Source: an optimization exercise on an open RTL-to-GDS flow (aim: small area). Production flows keep margins and buffers that such runs may drop.
In this exercise RTL edits were held to simulation tests only and were not proved equivalent to the original.
Power figures rest on the tool's default switching activity, not on a simulated workload.

==> run a: inputs <==
==> flow/design.v <==
module pctrl #(
   parameter [7:0]   ADDR = 8'd0
)(
   input             clk,
   input             nRst,
   input             rx,
   output reg        busy,
   output reg  [7:0] cnt,
   output reg        mine,
   output reg  [2:0] op
);
   wire last = mine ? (op[2:1] == 2'b01 ? (cnt == 8'd159) : (cnt == 8'd63))
                    : (cnt == 8'd74);
   always @(posedge clk or negedge nRst) begin
      if (!nRst)
         busy <= 1'b0;
      else if (!busy)
         busy <= !rx;
      else if (last)
         busy <= 1'b0;
   end
   always @(posedge clk) begin
      if (!busy) begin
         cnt   <= 8'd16;
         mine  <= 1'b1;
      end else begin
         cnt   <= cnt + 1'b1;
         if (cnt[7:3] == 5'b00010 && rx != ADDR[cnt[2:0]]) mine <= 1'b0;
         if (cnt == 8'd24) op[0] <= rx;
         if (cnt == 8'd25) op[1] <= rx;
         if (cnt == 8'd26) op[2] <= rx;
      end
   end
endmodule
module pdata(
   input             clk,
   input             nRst,
   input             rx,
   input             busy,
   input      [7:0]  cnt,
   input             mine,
   input      [2:0]  op,
   output            tx
);
   reg   [31:0]   d1;
   reg   [31:0]   d2;
   reg   [31:0]   l;
   reg   [31:0]   m;
   reg   [63:0]   up;
   reg            c;
   reg            pc;
   reg            z1, z2, za;
   wire  act      = busy & mine;
   wire  exec     = act & (cnt[7:5] != 3'd0);
   wire  mulop    = op[2] & (op[1] ^ op[0]);
   wire  out_d1   = exec & (op == 3'd0);
   wire  out_d2   = exec & (op == 3'd1);
   wire  out_res  = exec & (op[2:1] == 2'b01);
   wire  res_lo   = out_res & (cnt[7:5] == 3'd1 || cnt[7:5] == 3'd2);
   wire  res_hi   = out_res & ~res_lo;
   wire  step     = act & mulop & (cnt[7:5] == 3'd1);
   wire  start    = act & mulop & (cnt == 8'd31);
   wire  clr      = start & (~op[1] | za);
   wire  swap     = ~busy & mine & mulop & (cnt == 8'd64);
   wire  s1       = step | res_lo;
   wire  h        = ~s1 & ~swap & ~clr;
   reg         b;
   always @(posedge clk)
      b <= act & mulop & (cnt >= 8'd31) & (cnt <= 8'd62) & ~z1 & ~z2 &
           ((cnt == 8'd31) ? d2[0] : d2[1]);
   wire [32:0] ax    = {m[0], l};
   wire [32:0] ay    = {c, d1 & {32{b}}};
   wire [33:0] cy;
   wire [32:0] res;
   assign cy[0] = 1'b0;
   genvar i;
   generate
      for (i = 0; i < 33; i = i + 1) begin : fa
         assign res[i]  = ax[i] ^ ay[i] ^ cy[i];
         assign cy[i+1] = (ax[i] & ay[i]) | (cy[i] & (ax[i] ^ ay[i]));
      end
   endgenerate
   wire        zap   = za | ~op[1];
   wire [1:0]  uin   = up[1:0] & {2{~zap}};
   wire        u0    = uin[0] ^ pc;
   wire        uc0   = uin[0] & pc;
   wire        u1    = uin[1] ^ uc0;
   wire        uc1   = uin[1] & uc0;
   wire        u_sh  = step | (res_hi & cnt[0]);
   wire        tapu  = up[cnt[0]];
   wire        tap   = res_lo ? l[0] : (tapu ^ pc);
   assign tx = (out_d1 & ~z1 & d1[0]) | (out_d2 & ~z2 & d2[0]) |
               (out_res & ~za & tap);
   always @(posedge clk) begin
      if (out_d1)       d1 <= {rx, d1[31:1]};
      if (out_d2)       d2 <= {rx, d2[31:1]};
      else if (step)    d2 <= {d2[0], d2[31:1]};
      l  <= ({32{h}}    & l)
          | ({32{s1}}   & res[32:1])
          | ({32{swap}} & m);
      m  <= ({32{h}}    & m)
          | ({32{s1}}   & {step & res[0], m[31:1]})
          | ({32{swap}} & l);
      if (u_sh)
         up <= {(step ? {u1, u0} : 2'b00), up[63:2]};
      c  <= step & cy[33];
      if (clr || (res_hi && cnt == 8'd159))
         pc <= 1'b0;
      else if (step)
         pc <= (cnt == 8'd63) ? cy[33] : uc1;
      else if (res_hi)
         pc <= pc & tapu;
   end
   always @(posedge clk or negedge nRst) begin
      if (!nRst) begin
         z1    <= 1'b1;
         z2    <= 1'b1;
         za    <= 1'b1;
      end else begin
         if (out_d1 && cnt == 8'd63) z1 <= 1'b0;
         if (out_d2 && cnt == 8'd63) z2 <= 1'b0;
         if (step   && cnt == 8'd63) za <= 1'b0;
      end
   end
endmodule
module percept #(
   parameter [7:0]   ADDR = 8'd0
)(
   input             clk,
   input             nRst,
   input             rx,
   output            tx
);
   wire        busy;
   wire [7:0]  cnt;
   wire        mine;
   wire [2:0]  op;
   pctrl #(.ADDR(ADDR)) pctrl (
      .clk     (clk),
      .nRst    (nRst),
      .rx      (rx),
      .busy    (busy),
      .cnt     (cnt),
      .mine    (mine),
      .op      (op)
   );
   pdata pdata (
      .clk     (clk),
      .nRst    (nRst),
      .rx      (rx),
      .busy    (busy),
      .cnt     (cnt),
      .mine    (mine),
      .op      (op),
      .tx      (tx)
   );
endmodule
module bank(
   input             clk,
   input             nRst,
   input             rx,
   output            tx
);
   wire   [3:0] tx_i;
   percept #(.ADDR(8'd0)) p0 (.clk(clk), .nRst(nRst), .rx(rx), .tx(tx_i[0]));
   percept #(.ADDR(8'd1)) p1 (.clk(clk), .nRst(nRst), .rx(rx), .tx(tx_i[1]));
   percept #(.ADDR(8'd2)) p2 (.clk(clk), .nRst(nRst), .rx(rx), .tx(tx_i[2]));
   percept #(.ADDR(8'd4)) p3 (.clk(clk), .nRst(nRst), .rx(rx), .tx(tx_i[3]));
   assign tx = |tx_i;
endmodule
==> flow/run.sh <==
#!/bin/bash
# synth_recipe.tcl (not shown) runs the flow's synth.tcl, then flattens the netlist and writes it again
# the make line also repeats each setting of config.mk as NAME=value (left out here)
make -C /OpenROAD-flow-scripts/flow DESIGN_CONFIG=/design/flow/config.mk WORK_HOME=/design/flow/orfs CLKGATE_MAP_FILE= SYNTH_SCRIPT=/design/flow/synth_recipe.tcl finish
==> flow/config.mk <==
export PLATFORM = sky130hd
export DESIGN_NAME = bank
export DESIGN_NICKNAME = bank
export VERILOG_FILES = /design/flow/design.v
export SDC_FILE = /design/flow/constraint.sdc
export NUM_CORES = 4
export LEC_CHECK = 0
export CAP_MARGIN = 20
export CORE_MARGIN = 2
export CORE_UTILIZATION = 65
export CTS_BUF_LIST = sky130_fd_sc_hd__clkbuf_8 sky130_fd_sc_hd__clkbuf_16
export CTS_CLUSTER_DIAMETER = 80
export CTS_CLUSTER_SIZE = 30
export PLACE_DENSITY = 0.75
export SETUP_SLACK_MARGIN = 0.1
export SLEW_MARGIN = 20
==> flow/constraint.sdc <==
create_clock -name core_clock -period 14.0 [get_ports {clk}]
set_input_delay 2.8000 -clock core_clock [delete_from_list [all_inputs] [get_ports {clk}]]
set_output_delay 2.8000 -clock core_clock [all_outputs]
set_load 0.01 [all_outputs]
==> run b (differences from run a) <==
==> flow/design.v, changed modules only <==
module pctrl #(
   parameter [7:0]   ADDR = 8'd0
)(
   input             clk,
   input             nRst,
   input             rx,
   output reg        busy,
   output reg  [7:0] cnt,
   output reg        mine,
   output reg  [2:0] op
);
   wire end_res = cnt[7] & (cnt[5:0] == 6'd63);
   wire end_op  = cnt[6] & (cnt[4:0] == 5'd31);
   wire end_mis = cnt[6] & cnt[5] & (cnt[3:0] == 4'b1010);
   wire last    = mine ? (op[2:1] == 2'b01 ? end_res : end_op) : end_mis;
   always @(posedge clk or negedge nRst) begin
      if (!nRst)
         busy <= 1'b0;
      else if (!busy)
         busy <= !rx;
      else if (last)
         busy <= 1'b0;
   end
   always @(posedge clk) begin
      if (!busy) begin
         cnt   <= 8'd48;
         mine  <= 1'b1;
      end else begin
         cnt   <= cnt + 1'b1;
         if (cnt[7:3] == 5'b00110 && rx != ADDR[cnt[2:0]]) mine <= 1'b0;
         if (cnt == 8'd56) op[0] <= rx;
         if (cnt == 8'd57) op[1] <= rx;
         if (cnt == 8'd58) op[2] <= rx;
      end
   end
endmodule
module pdata(
   input             clk,
   input             nRst,
   input             rx,
   input             busy,
   input      [7:0]  cnt,
   input             mine,
   input      [2:0]  op,
   output            tx
);
   reg   [31:0]   d1;
   reg   [31:0]   d2;
   reg   [31:0]   l;
   reg   [31:0]   m;
   reg   [63:0]   up;
   reg            c;
   reg            pc;
   reg            z1, z2, za;
   wire  act      = busy & mine;
   wire  exec     = act & (cnt[7] | cnt[6]);
   wire  mulop    = op[2] & (op[1] ^ op[0]);
   wire  out_d1   = exec & (op == 3'd0);
   wire  out_d2   = exec & (op == 3'd1);
   wire  out_res  = exec & (op[2:1] == 2'b01);
   wire  res_lo   = out_res & ~cnt[7];
   wire  res_hi   = out_res & cnt[7];
   wire  step     = act & mulop & ~cnt[7] & cnt[6] & ~cnt[5];
   wire  start    = act & mulop & ~cnt[7] & ~cnt[6] & (cnt[3:0] == 4'hf);
   wire  clr      = start & (~op[1] | za);
   wire  last     = step & (cnt[4:0] == 5'd31);
   wire  s1       = (step & ~last) | res_lo;
   wire  h        = ~s1 & ~last & ~clr;
   reg         b;
   always @(posedge clk)
      b <= ~z1 & ~z2 & (start ? d2[0] : (step & ~last & d2[1]));
   wire [32:0] ax    = {m[0], l};
   wire [32:0] ay    = {c, d1 & {32{b}}};
   wire [33:0] cy;
   wire [32:0] res;
   assign cy[0] = 1'b0;
   genvar i;
   generate
      for (i = 0; i < 33; i = i + 1) begin : fa
         assign res[i]  = ax[i] ^ ay[i] ^ cy[i];
         assign cy[i+1] = (ax[i] & ay[i]) | (cy[i] & (ax[i] ^ ay[i]));
      end
   endgenerate
   wire        zap   = za | ~op[1];
   wire [1:0]  uin   = up[1:0] & {2{~zap}};
   wire        u0    = uin[0] ^ pc;
   wire        uc0   = uin[0] & pc;
   wire        u1    = uin[1] ^ uc0;
   wire        uc1   = uin[1] & uc0;
   wire        u_sh  = step | (res_hi & cnt[0]);
   wire        tapu  = up[cnt[0]];
   wire        tap   = res_lo ? l[0] : (tapu ^ pc);
   assign tx = (out_d1 & ~z1 & d1[0]) | (out_d2 & ~z2 & d2[0]) |
               (out_res & ~za & tap);
   always @(posedge clk) begin
      if (out_d1)       d1 <= {rx, d1[31:1]};
      if (out_d2)       d2 <= {rx, d2[31:1]};
      else if (step)    d2 <= {d2[0], d2[31:1]};
      l  <= ({32{h}}    & l)
          | ({32{s1}}   & res[32:1])
          | ({32{last}} & {res[0], m[31:1]});
      m  <= ({32{h}}    & m)
          | ({32{s1}}   & {step & res[0], m[31:1]})
          | ({32{last}} & res[32:1]);
      if (u_sh)
         up <= {(step ? {u1, u0} : 2'b00), up[63:2]};
      c  <= step & cy[33];
      if (clr || (res_hi && cnt[5:0] == 6'd63))
         pc <= 1'b0;
      else if (step)
         pc <= last ? cy[33] : uc1;
      else if (res_hi)
         pc <= pc & tapu;
   end
   always @(posedge clk or negedge nRst) begin
      if (!nRst) begin
         z1    <= 1'b1;
         z2    <= 1'b1;
         za    <= 1'b1;
      end else begin
         if (out_d1 && cnt[4:0] == 5'd31) z1 <= 1'b0;
         if (out_d2 && cnt[4:0] == 5'd31) z2 <= 1'b0;
         if (last)                   za <= 1'b0;
      end
   end
endmodule
==> flow/flow/run.sh (new file) <==
#!/bin/bash
set -o pipefail
export CTS_ARGS="-sink_clustering_enable -repair_clock_nets -sink_clustering_size 18 -sink_clustering_max_diameter 80 -buf_list {sky130_fd_sc_hd__clkbuf_8 sky130_fd_sc_hd__clkbuf_16} -sink_clustering_buffer sky130_fd_sc_hd__clkbuf_8 -dont_use_dummy_load"
bash standard.sh > standard.log 2>&1
==> flow/standard.sh (new file) <==
#!/bin/bash
# synth_recipe.tcl (not shown) runs the flow's synth.tcl, then flattens the netlist and writes it again
# the make line also repeats each setting of config.mk as NAME=value (left out here)
make -C /OpenROAD-flow-scripts/flow DESIGN_CONFIG=/design/flow/config.mk WORK_HOME=/design/flow/orfs CLKGATE_MAP_FILE= SYNTH_SCRIPT=/design/flow/synth_recipe.tcl "${@:-finish}"
- CORE_UTILIZATION: 65 -> 70
- CTS_BUF_LIST: sky130_fd_sc_hd__clkbuf_8 sky130_fd_sc_hd__clkbuf_16 -> sky130_fd_sc_hd__clkbuf_16
- CTS_CLUSTER_SIZE: 30 -> 18
- PLACE_DENSITY: 0.75 -> 0.8
- SETUP_SLACK_MARGIN: 0.1 -> 0.05
removed: flow/run.sh
==> run summary <==
Worst hold slack: run a is worse than run b (0.0012 ns).
In flip-flop and latch count, run b and run a do not differ.
Between run a and run b, the lower power is in run b (gap 14%, measured against run b).
Cell area: run b is smaller than run a (about 3%).
Between run a and run b, the lower combinational power is in run b (gap 64%, measured against run b).
Against run b, the register-to-register slack of run a is better by 0.06 ns.
Of run b and run a, run a has the higher wire length (gap about 0.32%, measured against run a).
Maximum frequency: run a is higher than run b (0.48%).
Of run a and run b, run a has the higher setup slack (gap 0.064 ns).
Core utilization: run b is higher than run a (4.9 points).
Run a went through all stages and came out clean. Run b went through all stages and came out clean.
==> figures <==
Non-Clock Buffer Area Fraction: run a 1.122%; run b 1.152%
Number of cell rows: run a 83; run b 79
Multi-input combinational gate total: run a 1328; run b 1164
Status: run a no timing/DRC/antenna violations; run b no timing/DRC/antenna violations
Max incr delay on CP: run a 0.53 ns; run b 0.43 ns
Routed met1 length: run a 25910 um; run b 24850 um
Finished Layout Cells: run a 3131; run b 2898
Layout Skew: run a 0.01825 ns; run b 0.02219 ns
Per-cell routed wire length: run a 17.27 um; run b 18.60 um
Sequential-to-total area share from yosys stat: run a 66.59%; run b 67.92%
Critical path data arrival time: run a 13.90 ns; run b 13.93 ns
Fraction of final layout cells with drive strength greater than 1: run a 8.364%; run b 10.82%
Simple-gate portion of the synthesized area: run a 11.30%; run b 8.997%
Total CTS buffers: run a 37; run b 52
Net switching component of the power: run a 1.138 mW; run b 0.8931 mW
Pin count of the biggest net entering global routing: run a 96; run b 65
Total non-filler cell area in the finished layout: run a 35560 um^2; run b 34550 um^2
Total length of routed met3 wires: run a 1993 um; run b 2403 um
Worst setup path start: run a p2.pdata.d1[0]; run b p1.pdata.d1[0]
Worst Max-Slew Pin Slew: run a 0.9225 ns; run b 1.185 ns
Multi-input gate area: run a 10290 um^2; run b 9712 um^2

## port drivers added, routing unchanged
How much do the figures lean on ideal ports? The routed layouts below were timed once more, with nothing changed but the port constraints. Step 1 sets driving cells, clkbuf_16 on the clock port and buf_2 on the other inputs (assumed; they add their load-dependent delay and slew). Step 2, shift: input delay + t, output delay - t, t = (earliest + latest rising clock arrival at the registers) / 2. This alone moves slack from input paths to output paths. a / b / c = ideal / step 1 / step 2; a / b = the first two.
run | t (ns) | setup slack, ns | hold slack, ns | worst setup path at the end | cell pins on the clock port's net
run a | 0.660 | 0.613 / 0.613 / 0.613 | 0.416 / 0.416 / 0.416 | register to register | 1
run b | 0.619 | 0.549 / 0.549 / 0.549 | 0.418 / 0.418 / 0.418 | register to register | 1
After both steps every run listed still meets setup and hold.
